Background: an optimization exercise with open tools, aiming at small area, a short achievable clock period and few clock cycles per item. Do not read the settings as production practice. The RTL was checked by simulation tests, not by an equivalence proof against the original design. No activity file was given, so power comes from the tool's default toggle rates.

==> flow/run.sh <==
#!/bin/bash
# synth_recipe.tcl (not shown) runs the flow's synth.tcl, then flattens the netlist and writes it again
# the make line also repeats each setting of config.mk as NAME=value (left out here)
make -C /OpenROAD-flow-scripts/flow DESIGN_CONFIG=/design/flow/config.mk WORK_HOME=/design/flow/orfs CLKGATE_MAP_FILE= SYNTH_SCRIPT=/design/flow/synth_recipe.tcl finish
==> flow/config.mk <==
export PLATFORM = sky130hd
export DESIGN_NAME = FP16_MAC_pipeline
export DESIGN_NICKNAME = FP16_MAC_pipeline
export VERILOG_FILES = /design/flow/design.v
export SDC_FILE = /design/flow/constraint.sdc
export NUM_CORES = 4
export LEC_CHECK = 0
export CAP_MARGIN = 20
export CORE_MARGIN = 2
export CORE_UTILIZATION = 40
export SLEW_MARGIN = 20
==> flow/constraint.sdc <==
create_clock -name core_clock -period 6.0 [get_ports {clk}]
set_input_delay 1.2000 -clock core_clock [delete_from_list [all_inputs] [get_ports {clk}]]
set_output_delay 1.2000 -clock core_clock [all_outputs]
set_load 0.01 [all_outputs]
==> flow/design.v <==
`timescale 1ns / 1ps
module FP16_MAC_pipeline(
    input [15:0]data_k,
    input [15:0]data_x,
    input [15:0]data_b,
    input rst,
    input input_valid,
    input clk,
    input [1:0]opcode,
    output reg [15:0]data_o,
    output reg output_up,
    output reg [1:0]opcode_o
    );
    reg [1:0]opcode1;
    reg input_check_over;
    reg sign_k;
    reg sign_x;
    reg sign_b;
    reg signed[6:0]exp_k;
    reg signed[6:0]exp_x;
    reg signed[6:0]exp_b;
    reg [10:0]rm_k;
    reg [10:0]rm_x;
    reg [10:0]rm_b;
    always@(posedge clk)    begin
        if(rst) begin                            
            opcode1 <= 2'd0;
            input_check_over <= 1'b0;
            sign_k <= 1'b0;
            sign_x <= 1'b0;
            sign_b <= 1'b0;
            exp_k <= 7'd0;
            exp_x <= 7'd0;
            exp_b <= 7'd0;
            rm_k <= 11'd0;
            rm_x <= 11'd0;
            rm_b <= 11'd0;    
        end
        else if(input_valid)    begin            
            input_check_over <= 1'b1;
            opcode1 <= opcode;
            sign_k <= data_k[15];
            sign_x <= data_x[15];
            sign_b <= data_b[15];
            rm_k[9:0] <= data_k[9:0];
            rm_x[9:0] <= data_x[9:0];
            rm_b[9:0] <= data_b[9:0];
            if(data_k[14:10] == 5'b00000)   begin
                rm_k[10] <= 1'b0;
                if(data_k[9:0] == 10'd0)         
                    exp_k <= 7'd0;
                else                             
                    exp_k <= 7'd1;
            end
            else    begin                        
                rm_k[10] <= 1'b1;
                exp_k <= data_k[14:10];
            end
            if(data_x[14:10] == 5'b00000)   begin
                rm_x[10] <= 1'b0;
                if(data_x[9:0] == 10'd0)         
                    exp_x <= 7'd0;
                else                             
                    exp_x <= 7'd1;
            end
            else    begin                        
                rm_x[10] <= 1'b1;
                exp_x <= data_x[14:10];
            end
            if(data_b[14:10] == 5'b00000)   begin
                rm_b[10] <= 1'b0;
                if(data_b[9:0] == 10'd0)         
                    exp_b <= 7'd0;
                else                             
                    exp_b <= 7'd1;
            end
            else    begin                        
                rm_b[10] <= 1'b1;
                exp_b <= data_b[14:10];
            end
        end
        else    begin                            
            input_check_over <= 1'b0;
            opcode1 <= opcode1;
            sign_k <= sign_k;
            sign_x <= sign_x;
            sign_b <= sign_b;
            exp_k <= exp_k;
            exp_x <= exp_x;
            exp_b <= exp_b;
            rm_k <= rm_k;
            rm_x <= rm_x;
            rm_b <= rm_b;
        end
    end
    reg mcl_over;
    reg [1:0]opcode2;
    reg sign_mcl;
    reg signed[6:0]exp_mcl;
    reg [21:0]rm_mcl;
    reg sign_b2;
    reg signed[6:0]exp_b2;
    reg [10:0]rm_b2;
    always@(posedge clk)    begin
        if(rst) begin                            
            mcl_over <= 1'b0;
            opcode2 <= 2'b0;
            sign_mcl <= 1'b0;
            exp_mcl <= 7'd0;
            rm_mcl <= 22'd0;
            sign_b2 <= 1'b0;
            exp_b2 <= 7'd0;
            rm_b2 <= 11'd0;
        end
        else if(input_check_over)   begin        
            mcl_over <= 1'b1;
            opcode2 <= opcode1;
            sign_mcl <= sign_k ^ sign_x;
            exp_mcl <= exp_k + exp_x - 7'd15;
            rm_mcl <= rm_k * rm_x;
            sign_b2 <= sign_b;
            exp_b2 <= exp_b;
            rm_b2 <= rm_b;
        end
        else    begin                            
            mcl_over <= 1'b0;
            opcode2 <= opcode2;
            sign_mcl <= sign_mcl;
            exp_mcl <= exp_mcl;
            rm_mcl <= rm_mcl;
            sign_b2 <= sign_b2;
            exp_b2 <= exp_b2;
            rm_b2 <= rm_b2;
        end
    end
    reg carry1_over;
    reg [1:0]opcode3;
    reg sign_mcl2;
    reg signed[6:0]exp_mcl2;
    reg [21:0]rm_mcl2;
    reg sign_b3;
    reg signed[6:0]exp_b3;
    reg [10:0]rm_b3;
    always@(posedge clk)    begin
        if(rst) begin                            
            carry1_over <= 1'b0;
            opcode3 <= 2'b0;
            sign_mcl2 <= 1'b0;
            exp_mcl2 <= 7'd0;
            rm_mcl2 <= 22'd0;
            sign_b3 <= 1'b0;
            exp_b3 <= 7'd0;
            rm_b3 <= 11'd0;
        end
        else if(mcl_over)   begin                    
            carry1_over <= 1'b1;
            opcode3 <= opcode2;
            rm_b3 <= rm_b2;
            exp_b3 <= exp_b2;
            sign_mcl2 <= sign_mcl;
            sign_b3 <= sign_b2;
            if(rm_mcl[21])  begin
                rm_mcl2 <= rm_mcl >> 1;
                exp_mcl2 <= exp_mcl + 7'd1;
            end
            else    begin
                rm_mcl2 <= rm_mcl;
                exp_mcl2 <= exp_mcl;
            end
        end
        else    begin                                
            carry1_over <= 1'b0;
            opcode3 <= opcode3;
            sign_mcl2 <= sign_mcl2;
            exp_mcl2 <= exp_mcl2;
            rm_mcl2 <= rm_mcl2;
            sign_b3 <= sign_b3;
            exp_b3 <= exp_b3;
            rm_b3 <= rm_b3;
        end
    end
    reg compare_over;
    reg [1:0]opcode4;
    reg sign_h;
    reg signed[6:0]exp_h;
    reg [32:0]rm_h;
    reg [32:0]rm_l;
    reg addorsub;
    reg [6:0]shift_bits;
    always @(posedge clk)   begin
        if(rst) begin
            compare_over <= 1'b0;
            opcode4 <= 2'b0;
            sign_h <= 1'b0;
            exp_h <= 7'd0;
            rm_h <= 33'd0;
            rm_l <= 33'd0;
            addorsub <= 1'b0;
            shift_bits <= 7'd0;
        end
        else if(carry1_over)    begin
            compare_over <= 1'b1;
            opcode4 <= opcode3;
            addorsub <= sign_mcl2 ^ sign_b3;     
            if((exp_b3 == 7'd0) || (exp_mcl2 > exp_b3)) begin
                sign_h <= sign_mcl2;
                exp_h <= exp_mcl2;
                shift_bits <= exp_mcl2 - exp_b3;
                rm_h <= {1'b0,rm_mcl2[20:0],11'd0};
                rm_l <= {1'b0,rm_b3,21'd0};
            end
            else    begin
                sign_h <= sign_b3;
                exp_h <= exp_b3;
                shift_bits <= exp_b3 - exp_mcl2;
                rm_h <= {1'b0,rm_b3,21'd0};
                rm_l <= {1'b0,rm_mcl2[20:0],11'd0};
            end
        end
        else    begin
            compare_over <= 1'b0;
            opcode4 <= opcode4;
            sign_h <= sign_h;
            exp_h <= exp_h;
            rm_h <= rm_h;
            rm_l <= rm_l;
            addorsub <= addorsub;
            shift_bits <= shift_bits;
        end
    end
    reg shift_over;
    reg [1:0]opcode5;
    reg sign_h2;
    reg signed[6:0]exp_h2;
    reg [32:0]rm_h2;
    reg [32:0]rm_l2;
    reg addorsub2;
    always@(posedge clk)    begin
        if(rst) begin                            
            shift_over <= 1'b0;
            opcode5 <= 2'b0;
            sign_h2 <= 1'b0;
            exp_h2 <= 7'd0;
            rm_h2 <= 33'd0;
            rm_l2 <= 33'd0;
            addorsub2 <= 1'b0;
        end
        else    if(compare_over)    begin        
            shift_over <= 1'b1;
            opcode5 <= opcode4;
            sign_h2 <= sign_h;
            exp_h2 <= exp_h;
            rm_h2 <= rm_h;
            addorsub2 <= addorsub;
            case(shift_bits)
                7'd0 : rm_l2 <= rm_l;
                7'd1 : rm_l2 <= rm_l >> 1;
                7'd2 : rm_l2 <= rm_l >> 2;
                7'd3 : rm_l2 <= rm_l >> 3;
                7'd4 : rm_l2 <= rm_l >> 4;
                7'd5 : rm_l2 <= rm_l >> 5;
                7'd6 : rm_l2 <= rm_l >> 6;
                7'd7 : rm_l2 <= rm_l >> 7;
                7'd8 : rm_l2 <= rm_l >> 8;
                7'd9 : rm_l2 <= rm_l >> 9;
                7'd10 : rm_l2 <= rm_l >> 10;
                7'd11 : rm_l2 <= rm_l >> 11;
                7'd12 : rm_l2 <= rm_l >> 12;
                7'd13 : rm_l2 <= rm_l >> 13;
                7'd14 : rm_l2 <= rm_l >> 14;
                7'd15 : rm_l2 <= rm_l >> 15;
                7'd16 : rm_l2 <= rm_l >> 16;
                7'd17 : rm_l2 <= rm_l >> 17;
                7'd18 : rm_l2 <= rm_l >> 18;
                7'd19 : rm_l2 <= rm_l >> 19;
                7'd20 : rm_l2 <= rm_l >> 20;
                7'd21 : rm_l2 <= rm_l >> 21;
                default : rm_l2 <= 33'd0;
            endcase
        end
        else    begin
            shift_over <= 1'b0;
            opcode5 <= opcode5;
            sign_h2 <= sign_h2;
            exp_h2 <= exp_h2;
            rm_h2 <= rm_h2;
            rm_l2 <= rm_l2;
            addorsub2 <= addorsub2;
        end
    end
    reg add_over;
    reg [1:0]opcode6;
    reg sign_add;
    reg signed[6:0]exp_add;
    reg [33:0]rm_add;                                
    always@(posedge clk)    begin
        if(rst) begin                                
            add_over <= 1'd0;
            opcode6 <= 2'b0;
            sign_add <= 1'b0;
            exp_add <= 7'd0;
            rm_add <= 33'd0;
        end
        else    if(shift_over)  begin                
            add_over <= 1'b1;
            opcode6 <= opcode5;
            sign_add <= sign_h2;
            exp_add <= exp_h2;
            if(addorsub2)
                rm_add <= rm_h2 - rm_l2;
            else
                rm_add <= rm_h2 + rm_l2;
        end
        else    begin
            add_over <= 1'b0;
            opcode6 <= opcode6;
            sign_add <= sign_add;
            exp_add <= exp_add;
            rm_add <= rm_add;
        end
    end
    reg [32:0] rm_add2;
    reg [6:0] exp_add2;
    reg sign_add2;
    reg abs_over;
    reg [1:0]opcode7;
    always @(posedge clk)   begin
        if(rst) begin
            abs_over <= 1'b0;
            opcode7 <= 2'd0;
            exp_add2 <= 0;
            rm_add2 <= 33'd0;
            sign_add2 <= 1'b0;
        end
        else if(add_over)   begin
            abs_over <= 1'b1;
            opcode7 <= opcode6;
            exp_add2 <= exp_add;
            if(rm_add[33])  begin 
                rm_add2 <= 1 + (~rm_add);
                sign_add2 <= ~sign_add;
            end
            else    begin
                rm_add2 <= rm_add;
                sign_add2 <= sign_add;
            end
        end
        else    begin
            abs_over <= 1'b0;
            opcode7 <= opcode7;
            exp_add2 <= exp_add2;
            rm_add2 <= rm_add2;
            sign_add2 <= sign_add2;
        end
    end
    reg nor_pre_over;
    reg [1:0]opcode8;
    reg sign_new;
    reg signed[6:0]exp_new;
    reg [11:0]rm_new;
    reg round_flag;
    always @(posedge clk)   begin
        if(rst) begin                            
            nor_pre_over <= 1'b0;
            opcode8 <= 2'b0;
            sign_new <= 1'b0;
            exp_new <= 7'd0;
            rm_new <= 12'd0;
            round_flag <= 1'b0;
        end
        else if(abs_over)   begin                    
            nor_pre_over <= 1'b1;
            opcode8 <= opcode7;
            sign_new <= sign_add2;
            casex(rm_add2)
                33'b1_xxxx_xxxx_xxxx_xxxx_xxxx_xxxx_xxxx_xxxx : begin
                    exp_new <= exp_add2 + 7'd1;
                    rm_new <= rm_add2[32:22];
                    round_flag <= rm_add2[21];
                end
                33'b0_1xxx_xxxx_xxxx_xxxx_xxxx_xxxx_xxxx_xxxx : begin
                    exp_new <= exp_add2;
                    rm_new <= rm_add2[31:21];
                    round_flag <= rm_add2[20];
                end
                33'b0_01xx_xxxx_xxxx_xxxx_xxxx_xxxx_xxxx_xxxx : begin
                    exp_new <= exp_add2 - 7'd1;
                    rm_new <= rm_add2[30:20];
                    round_flag <= rm_add2[19];
                end
                33'b0_001x_xxxx_xxxx_xxxx_xxxx_xxxx_xxxx_xxxx : begin
                    exp_new <= exp_add2 - 7'd2;
                    rm_new <= rm_add2[29:19];
                    round_flag <= rm_add2[18];
                end
                33'b0_0001_xxxx_xxxx_xxxx_xxxx_xxxx_xxxx_xxxx : begin
                    exp_new <= exp_add2 - 7'd3;
                    rm_new <= rm_add2[28:18];
                    round_flag <= rm_add2[17];
                end
                33'b0_0000_1xxx_xxxx_xxxx_xxxx_xxxx_xxxx_xxxx : begin
                    exp_new <= exp_add2 - 7'd4;
                    rm_new <= rm_add2[27:17];
                    round_flag <= rm_add2[16];
                end
                33'b0_0000_01xx_xxxx_xxxx_xxxx_xxxx_xxxx_xxxx : begin
                    exp_new <= exp_add2 - 7'd5;
                    rm_new <= rm_add2[26:16];
                    round_flag <= rm_add2[15];
                end
                33'b0_0000_001x_xxxx_xxxx_xxxx_xxxx_xxxx_xxxx : begin
                    exp_new <= exp_add2 - 7'd6;
                    rm_new <= rm_add2[25:15];
                    round_flag <= rm_add2[14];
                end
                33'b0_0000_0001_xxxx_xxxx_xxxx_xxxx_xxxx_xxxx : begin
                    exp_new <= exp_add2 - 7'd7;
                    rm_new <= rm_add2[24:14];
                    round_flag <= rm_add2[13];
                end
                33'b0_0000_0000_1xxx_xxxx_xxxx_xxxx_xxxx_xxxx : begin
                    exp_new <= exp_add2 - 7'd8;
                    rm_new <= rm_add2[23:13];
                    round_flag <= rm_add2[12];
                end
                33'b0_0000_0000_01xx_xxxx_xxxx_xxxx_xxxx_xxxx : begin
                    exp_new <= exp_add2 - 7'd9;
                    rm_new <= rm_add2[22:12];
                    round_flag <= rm_add2[11];
                end
                33'b0_0000_0000_001x_xxxx_xxxx_xxxx_xxxx_xxxx : begin
                    exp_new <= exp_add2 - 7'd10;
                    rm_new <= rm_add2[21:11];
                    round_flag <= rm_add2[10];
                end
                33'b0_0000_0000_0001_xxxx_xxxx_xxxx_xxxx_xxxx : begin
                    exp_new <= exp_add2 - 7'd11;
                    rm_new <= rm_add2[20:10];
                    round_flag <= rm_add2[9];
                end
                33'b0_0000_0000_0000_1xxx_xxxx_xxxx_xxxx_xxxx : begin
                    exp_new <= exp_add2 - 7'd12;
                    rm_new <= rm_add2[19:9];
                    round_flag <= rm_add2[8];
                end
                33'b0_0000_0000_0000_01xx_xxxx_xxxx_xxxx_xxxx : begin
                    exp_new <= exp_add2 - 7'd13;
                    rm_new <= rm_add2[18:8];
                    round_flag <= rm_add2[7];
                end
                33'b0_0000_0000_0000_001x_xxxx_xxxx_xxxx_xxxx : begin
                    exp_new <= exp_add2 - 7'd14;
                    rm_new <= rm_add2[17:7];
                    round_flag <= rm_add2[6];
                end
                33'b0_0000_0000_0000_0001_xxxx_xxxx_xxxx_xxxx : begin
                    exp_new <= exp_add2 - 7'd15;
                    rm_new <= rm_add2[16:6];
                    round_flag <= rm_add2[5];
                end
                33'b0_0000_0000_0000_0000_1xxx_xxxx_xxxx_xxxx : begin
                    exp_new <= exp_add2 - 7'd16;
                    rm_new <= rm_add2[15:5];
                    round_flag <= rm_add2[4];
                end
                33'b0_0000_0000_0000_0000_01xx_xxxx_xxxx_xxxx : begin
                    exp_new <= exp_add2 - 7'd17;
                    rm_new <= rm_add2[14:4];
                    round_flag <= rm_add2[3];
                end
                33'b0_0000_0000_0000_0000_001x_xxxx_xxxx_xxxx : begin
                    exp_new <= exp_add2 - 7'd18;
                    rm_new <= rm_add2[13:3];
                    round_flag <= rm_add2[2];
                end
                33'b0_0000_0000_0000_0000_0001_xxxx_xxxx_xxxx : begin
                    exp_new <= exp_add2 - 7'd19;
                    rm_new <= rm_add2[12:2];
                    round_flag <= rm_add2[1];
                end
                33'b0_0000_0000_0000_0000_0000_1xxx_xxxx_xxxx : begin
                    exp_new <= exp_add2 - 7'd20;
                    rm_new <= rm_add2[11:1];
                    round_flag <= rm_add2[0];
                end
                33'b0_0000_0000_0000_0000_0000_01xx_xxxx_xxxx : begin
                    exp_new <= exp_add2 - 7'd21;
                    rm_new <= rm_add2[10:0];
                    round_flag <= 1'b0;
                end
                33'b0_0000_0000_0000_0000_0000_001x_xxxx_xxxx : begin
                    exp_new <= exp_add2 - 7'd22;
                    rm_new <= rm_add2[9:0] << 1;
                    round_flag <= 1'b0;
                end
                33'b0_0000_0000_0000_0000_0000_0001_xxxx_xxxx : begin
                    exp_new <= exp_add2 - 7'd23;
                    rm_new <= rm_add2[9:0] << 2;
                    round_flag <= 1'b0;
                end
                33'b0_0000_0000_0000_0000_0000_0000_1xxx_xxxx : begin
                    exp_new <= exp_add2 - 7'd24;
                    rm_new <= rm_add2[9:0] << 3;
                    round_flag <= 1'b0;
                end
                default : begin
                    exp_new <= 12'd0;
                    rm_new <= 7'd0;
                    round_flag <= 1'b0;
                end
            endcase
        end
        else    begin                            
            nor_pre_over <= 1'b0;
            opcode8 <= opcode8;
            sign_new <= sign_new;
            exp_new <= exp_new;
            rm_new <= rm_new;
            round_flag <= round_flag;
        end
    end
    reg carry2_over;
    reg [1:0]opcode9;
    reg sign_new2;
    reg signed [6:0]exp_new2;
    reg [11:0]rm_new2;
    reg [11:0]rm_new2_cache;
    reg round_cache;
    always@(posedge clk)    begin
        if(rst) begin                        
            carry2_over <= 1'b0;
            opcode9 <= 2'd0;
            sign_new2 <= 1'b0;
            exp_new2 <= 7'd0;
            rm_new2 <= 12'd0;
        end
        else if(nor_pre_over)   begin            
            carry2_over <= 1'b1;
            sign_new2 <= sign_new;
            opcode9 <= opcode8;
            if((exp_new < 1) ) begin                
                case(exp_new)
                    0 : begin
                        round_cache = rm_new[0];
                        rm_new2_cache = rm_new >> 1;
                    end
                    -1 : begin
                        round_cache = rm_new[1];
                        rm_new2_cache = rm_new >> 2;
                    end
                    -2 : begin
                        round_cache = rm_new[2];
                        rm_new2_cache = rm_new >> 3;
                    end
                    -3 : begin
                        round_cache = rm_new[3];
                        rm_new2_cache = rm_new >> 4;
                    end
                    -4 : begin
                        round_cache = rm_new[4];
                        rm_new2_cache = rm_new >> 5;
                    end
                    -5 : begin
                        round_cache = rm_new[5];
                        rm_new2_cache = rm_new >> 6;
                    end
                    -6 : begin
                        round_cache = rm_new[6];
                        rm_new2_cache = rm_new >> 7;
                    end
                    -7 : begin
                        round_cache = rm_new[7];
                        rm_new2_cache = rm_new >> 8;
                    end
                    -8 : begin
                        round_cache = rm_new[8];
                        rm_new2_cache = rm_new >> 9;
                    end
                    -9 : begin
                        round_cache = rm_new[9];
                        rm_new2_cache = rm_new >> 10;
                    end
                    -10 : begin
                        round_cache = rm_new[10];
                        rm_new2_cache = rm_new >> 11;
                    end
                    default : begin
                        round_cache = 1'b0;
                        rm_new2_cache = 12'd0;
                    end
                endcase
                rm_new2 <= round_cache ? rm_new2_cache + 1 : rm_new2_cache;
                if((rm_new2_cache == 12'b001111111111) && round_cache)   
                    exp_new2 <= 7'd1;
                else
                    exp_new2 <= 7'd0;
            end   
            else                      begin               
                rm_new2_cache = round_flag ? rm_new + 1 : rm_new;
                if(rm_new2_cache[11])   begin
                    rm_new2 <= rm_new2_cache >> 1;
                    exp_new2 <= exp_new + 7'd1;
                end
                else    begin
                    rm_new2 <= rm_new2_cache;
                    exp_new2 <= exp_new;
                end
            end
        end 
        else    begin
            carry2_over <= 1'b0;
            opcode9 <= opcode9;
            sign_new2 <= sign_new2;
            exp_new2 <= exp_new2;
            rm_new2 <= rm_new2;
        end
    end
    always@(posedge clk)    begin
        if(rst) begin                        
            data_o <= 16'd0;
            output_up <= 1'b0;
            opcode_o <= 1'b0;
        end
        else if(carry2_over)    begin            
            output_up <= 1'b1;
            opcode_o <= opcode9;
            if(exp_new2 > 30)                 
                data_o <= {sign_new2,15'h7bff};
            else if(rm_new2 == 12'd0)            
                data_o <= 16'h0000;
            else
                data_o <= {sign_new2,exp_new2[4:0],rm_new2[9:0]};
        end
        else    begin                    
            data_o <= data_o;
            output_up <= 1'b0;
            opcode_o <= opcode_o;
        end
    end
endmodule
==> results_dict.tcl <==
set metrics [dict create \
    synth_adder_area_share_pct 10.9 \
    synth_area_in_compound_gates_pct 22.3 \
    ys_dominant_reg_cell "sky130_fd_sc_hd__dfxtp_1" \
    final_cell_mix "sky130_fd_sc_hd__nor2_1 (474), sky130_fd_sc_hd__dfxtp_1 (428), sky130_fd_sc_hd__nand2_1 (295)" \
    peakVddDrop_mv 0.196 \
    final_period_minus_worst_setup_slack_ps 5440 \
    worstSetupPathType "flip-flop to flip-flop" \
    cellPowerDensity_nw_per_um2 210 \
    regToRegSetupSlack_ps 560 \
    path_max_fanout 12 \
    asyncSetResetFlopFracSynth_pct 0 \
    worstSetupEndpointType "flip-flop" \
    cts_htree_levels 2 \
    synthesis.area_um2 29800 \
    crit_path_start "rm_k[5]$_SDFFE_PP0P_" \
    cts_tree "yes" \
    final_net_count 3833 \
    clk_pin_slew_worst_paths_ps 60 \
    p_leak_nw 12.5 \
    antenna_cells_inserted 0 \
    worst-endpoint-arrival_ps 5940 \
    wl_per_cell_um 18.2 \
    cp_num_buf_inv 3 \
    area.growth.synth_to_final_pct 10.2 \
    grt_setup_unrepaired "false" \
    cts_made_buffers 50 \
    io_buffers 71 \
    cts_root_buffer "sky130_fd_sc_hd__clkbuf_16" \
    layout.area.seq_um2 8700 \
    ys_seq_elements 434 \
    cap_viol_max_count 0 \
    syn-num-nets 3969 \
    globalRouteTotalUtil_pct 21.2 \
    max-clock-path-buffers 3 \
    leading_cell_type_in_the_layout_fill_and_taps_excluded "sky130_fd_sc_hd__nor2_1" \
    drc_errors 0 \
    layout_worst_path_cycle_share_pct 90.7 \
    ys.warnings.count 1 \
    detail_route.iter0.violations 2570 \
    achievable_clock_frequency_mhz 184 \
    grt.overflow.total 0 \
    multiplexer_fraction_of_the_synthesized_cell_area_pct 7.44 \
    viasPerCell 5.82 \
    dieWidth_um 277 \
    share_of_the_yosys_chip_area_belonging_to_registers_pct 29.1 \
    hold_path_class "flip-flop to flip-flop" \
    worst_slew_margin_rel_pct 22.3 \
    global_route_wire_length_before_repair_um 137000 \
    synth.avg_cell_area_um2 8.04 \
    synth_cells 3708 \
    timing.critical_path.from_type "flip-flop" \
    multi_input_area_um2 19200 \
    fin_tns_setup_ps 0 \
    finalSetupViolCount 0 \
    path_common_cell "sky130_fd_sc_hd__fa_1" \
    layout-drive-gt1-share_pct 6.14 \
    clock-sinks 434 \
    clock-skew-final_ps 30.5 \
    grt_max_degree 159 \
    io-pin-count 72 \
    start_util_pct 40.3 \
    kind_of_cell_adding_the_most_delay_to_the_critical_path "adder cells" \
    ys_types 89 \
    via_count_of_the_first_global_routing_pass 24900 \
    via_count_of_the_routed_design 26700 \
    maximum_cell_stage_delay_along_the_critical_path_ps 600 \
    hpwlAfterDp_um 57900 \
    run_status "no timing/DRC/antenna violations" \
    final_max_slew_viol_count 0 \
    place.gp.congestion 0.931 \
    fin_cells 4582 \
    hold_path_startpoint "rm_mcl[0]$_SDFFE_PP0P_" \
    numPlacedInstances 4488 \
    cp.required_ps 6490 \
    critPathSlowestCell "sky130_fd_sc_hd__dfxtp_1" \
    synth_enable_flop_cells 0 \
    ant_nets 0 \
    finalHoldViolCount 0 \
    initial_antenna_violation_count 1 \
    worst_skew_pair.late_latency_ps 610 \
    fill_cells 7438 \
    critical_path.reg2reg.startpoint "rm_k[5]$_SDFFE_PP0P_" \
    post_synth_and_or_nand_nor_area_fraction_pct 19.6 \
    fp.dieH_um 277 \
    core_um2 74100 \
    cts_hold_repair.buffers 0 \
    dieArea_um2 76700 \
    worst_pin_slew_ps 1160 \
    firstDrtPassIters 7 \
    postRouteWirelength_um 83300 \
    synth_xor_xnor_area_share_pct 3.97 \
    main_combinational_cell_family_by_area_after_synthesis "compound AO/OA/AOI/OAI gates" \
    critical_path.cell_chain "nand2_1 > fa_1 > fa_1 > fa_1 > inv_1 > fa_1 > inv_1 > fa_1 > inv_1 > ha_1 > nand2_1 > o21ai_0 > a21oi_1 > a21oi_1 > a31oi_1 > and4_1 > a311o_1" \
    cell_rows 100 \
]
logic make-up after synthesis:
| group | Yosys count |
|---|---|
| adder cells (fa/ha/maj) | 208 |
| buffers and inverters | 520 |
| flip-flops | 434 |
| AND/OR/NAND/NOR | 1252 |
| AO/OA/AOI/OAI | 938 |
| XOR/XNOR | 135 |
| multiplexers | 221 |
cells in the mapped netlist (41+ instances only):
cell	instances	area (um2)
sky130_fd_sc_hd__a211oi_1	93	698
sky130_fd_sc_hd__ha_1	121	1510
sky130_fd_sc_hd__xnor2_1	74	648
sky130_fd_sc_hd__nor3_1	56	280
sky130_fd_sc_hd__nor2_1	475	1780
sky130_fd_sc_hd__fa_1	87	1740
sky130_fd_sc_hd__a222oi_1	41	410
sky130_fd_sc_hd__and2_1	82	513
sky130_fd_sc_hd__nand2_1	295	1110
sky130_fd_sc_hd__inv_1	190	713
sky130_fd_sc_hd__o21ai_0	107	536
sky130_fd_sc_hd__nand3_1	90	450
sky130_fd_sc_hd__a21oi_1	214	1070
sky130_fd_sc_hd__a22oi_1	125	938
sky130_fd_sc_hd__xor2_1	61	534
sky130_fd_sc_hd__mux2i_1	217	2170
sky130_fd_sc_hd__a21o_1	43	323
sky130_fd_sc_hd__a221oi_1	57	499
sky130_fd_sc_hd__clkbuf_1	287	1080
sky130_fd_sc_hd__dfxtp_1	434	8690
cell type report:
cell class	instances	share of cell area, %
clock inverters	29	1.15
repair buffers	140	3.81
inverters	192	2.19
multi-input cells	2754	58.4
clock buffers	64	4.34
well taps	969	3.69
flip-flops and latches	434	26.5
layer usage:
metal	GRT usage (%)	routed length, um
met1	29.0	38000
met2	34.5	38200
met3	2.44	4270
met4	7.79	2770
met5	0	0
worst paths after layout:
path	endpoint	cells past startpoint
setup reg to reg	rm_mcl[20]$_SDFFE_PP0P_	17
hold reg to reg	rm_mcl[0]$_SDFFE_PP0P_	2
hold / removal	rm_mcl[0]$_SDFFE_PP0P_	2
setup / recovery	rm_mcl[20]$_SDFFE_PP0P_	17
state kept, by name, summed over array words and instances, names as in the netlist, 12 cells and up:
name     flops
rm_h2       21
rm_new      12
rm_mcl      22
rm_new2     12
data_o      16
rm_l2       32
rm_add2     33
rm_mcl2     21
rm_l        21
rm_h        21
rm_add      34
stage by stage:
step | utilization (%) | power, mW | setup slack (ps) | cell area, um2 | hold slack [ps]
6_report | 44.4 | 6.89 | 555 | 32900 | 467
5_1_grt | 44.4 | 7.19 | 147 | 32900 | 489
4_1_cts | 44.3 | 6.98 | 418 | 32800 | 469
3_5_place_dp | 41.9 | 3.68 | 429 | 31000 | 461
3_3_place_gp | 41.9 | 3.68 | 477 | 31000 | 456
2_1_floorplan | - | 3.49 | 915 | 29800 | 440
power breakdown:
group | leakage (nW) | internal [mW] | switching [mW] | total (mW)
clock network | 0.892 | 1.99 | 1.29 | 3.28
logic | 8.13 | 0.241 | 0.350 | 0.591
registers | 3.52 | 2.94 | 0.0840 | 3.03
total | 12.5 | 5.17 | 1.72 | 6.89
worst reg2reg max path, cell delays in order, from the launching register on:
cell                      delay, ps
sky130_fd_sc_hd__dfxtp_1        600
sky130_fd_sc_hd__nand2_1        150
sky130_fd_sc_hd__fa_1           580
sky130_fd_sc_hd__fa_1           440
sky130_fd_sc_hd__fa_1           490
sky130_fd_sc_hd__inv_1           50
sky130_fd_sc_hd__fa_1           520
sky130_fd_sc_hd__inv_1           50
sky130_fd_sc_hd__fa_1           520
sky130_fd_sc_hd__inv_1           40
sky130_fd_sc_hd__ha_1           340
sky130_fd_sc_hd__nand2_1         70
sky130_fd_sc_hd__o21ai_0        400
sky130_fd_sc_hd__a21oi_1        200
sky130_fd_sc_hd__a21oi_1        260
sky130_fd_sc_hd__a31oi_1        150
sky130_fd_sc_hd__and4_1         220
sky130_fd_sc_hd__a311o_1        260
timing repair:
item,4_1_cts,5_1_grt
endpoints found under the setup margin,0,1
setup buffers,0,0
gates resized for setup,0,1
Testbench counts, summed over its fixed seeds: cycles 2,128, items 2,048.

==> separate check: timing with driven ports <==
In the flow no input, the clock included, has a driving cell. The finished layout below was timed again as built, in two steps.
Step 1, drivers: a clkbuf_16 drives clk and a buf_2 each remaining input, both assumed.
Step 2 moves the port delays by t, midway between the first and last clock arrival at a register: inputs arrive t later, outputs are due t later. That takes back most of the time a late clock gives input paths.
a / b / c = ideal / step 1 / step 2; a / b = the first two.
t (ns): 0.651
slack for setup (ns): 0.555 / 0.555 / 0.555
slew at the worst register clock pin (ns): 0.06 / 0.06
After both steps this run still meets setup and hold. The setup slack of this run moves by 0.000 ns with the drivers and by 0.000 ns with both steps.
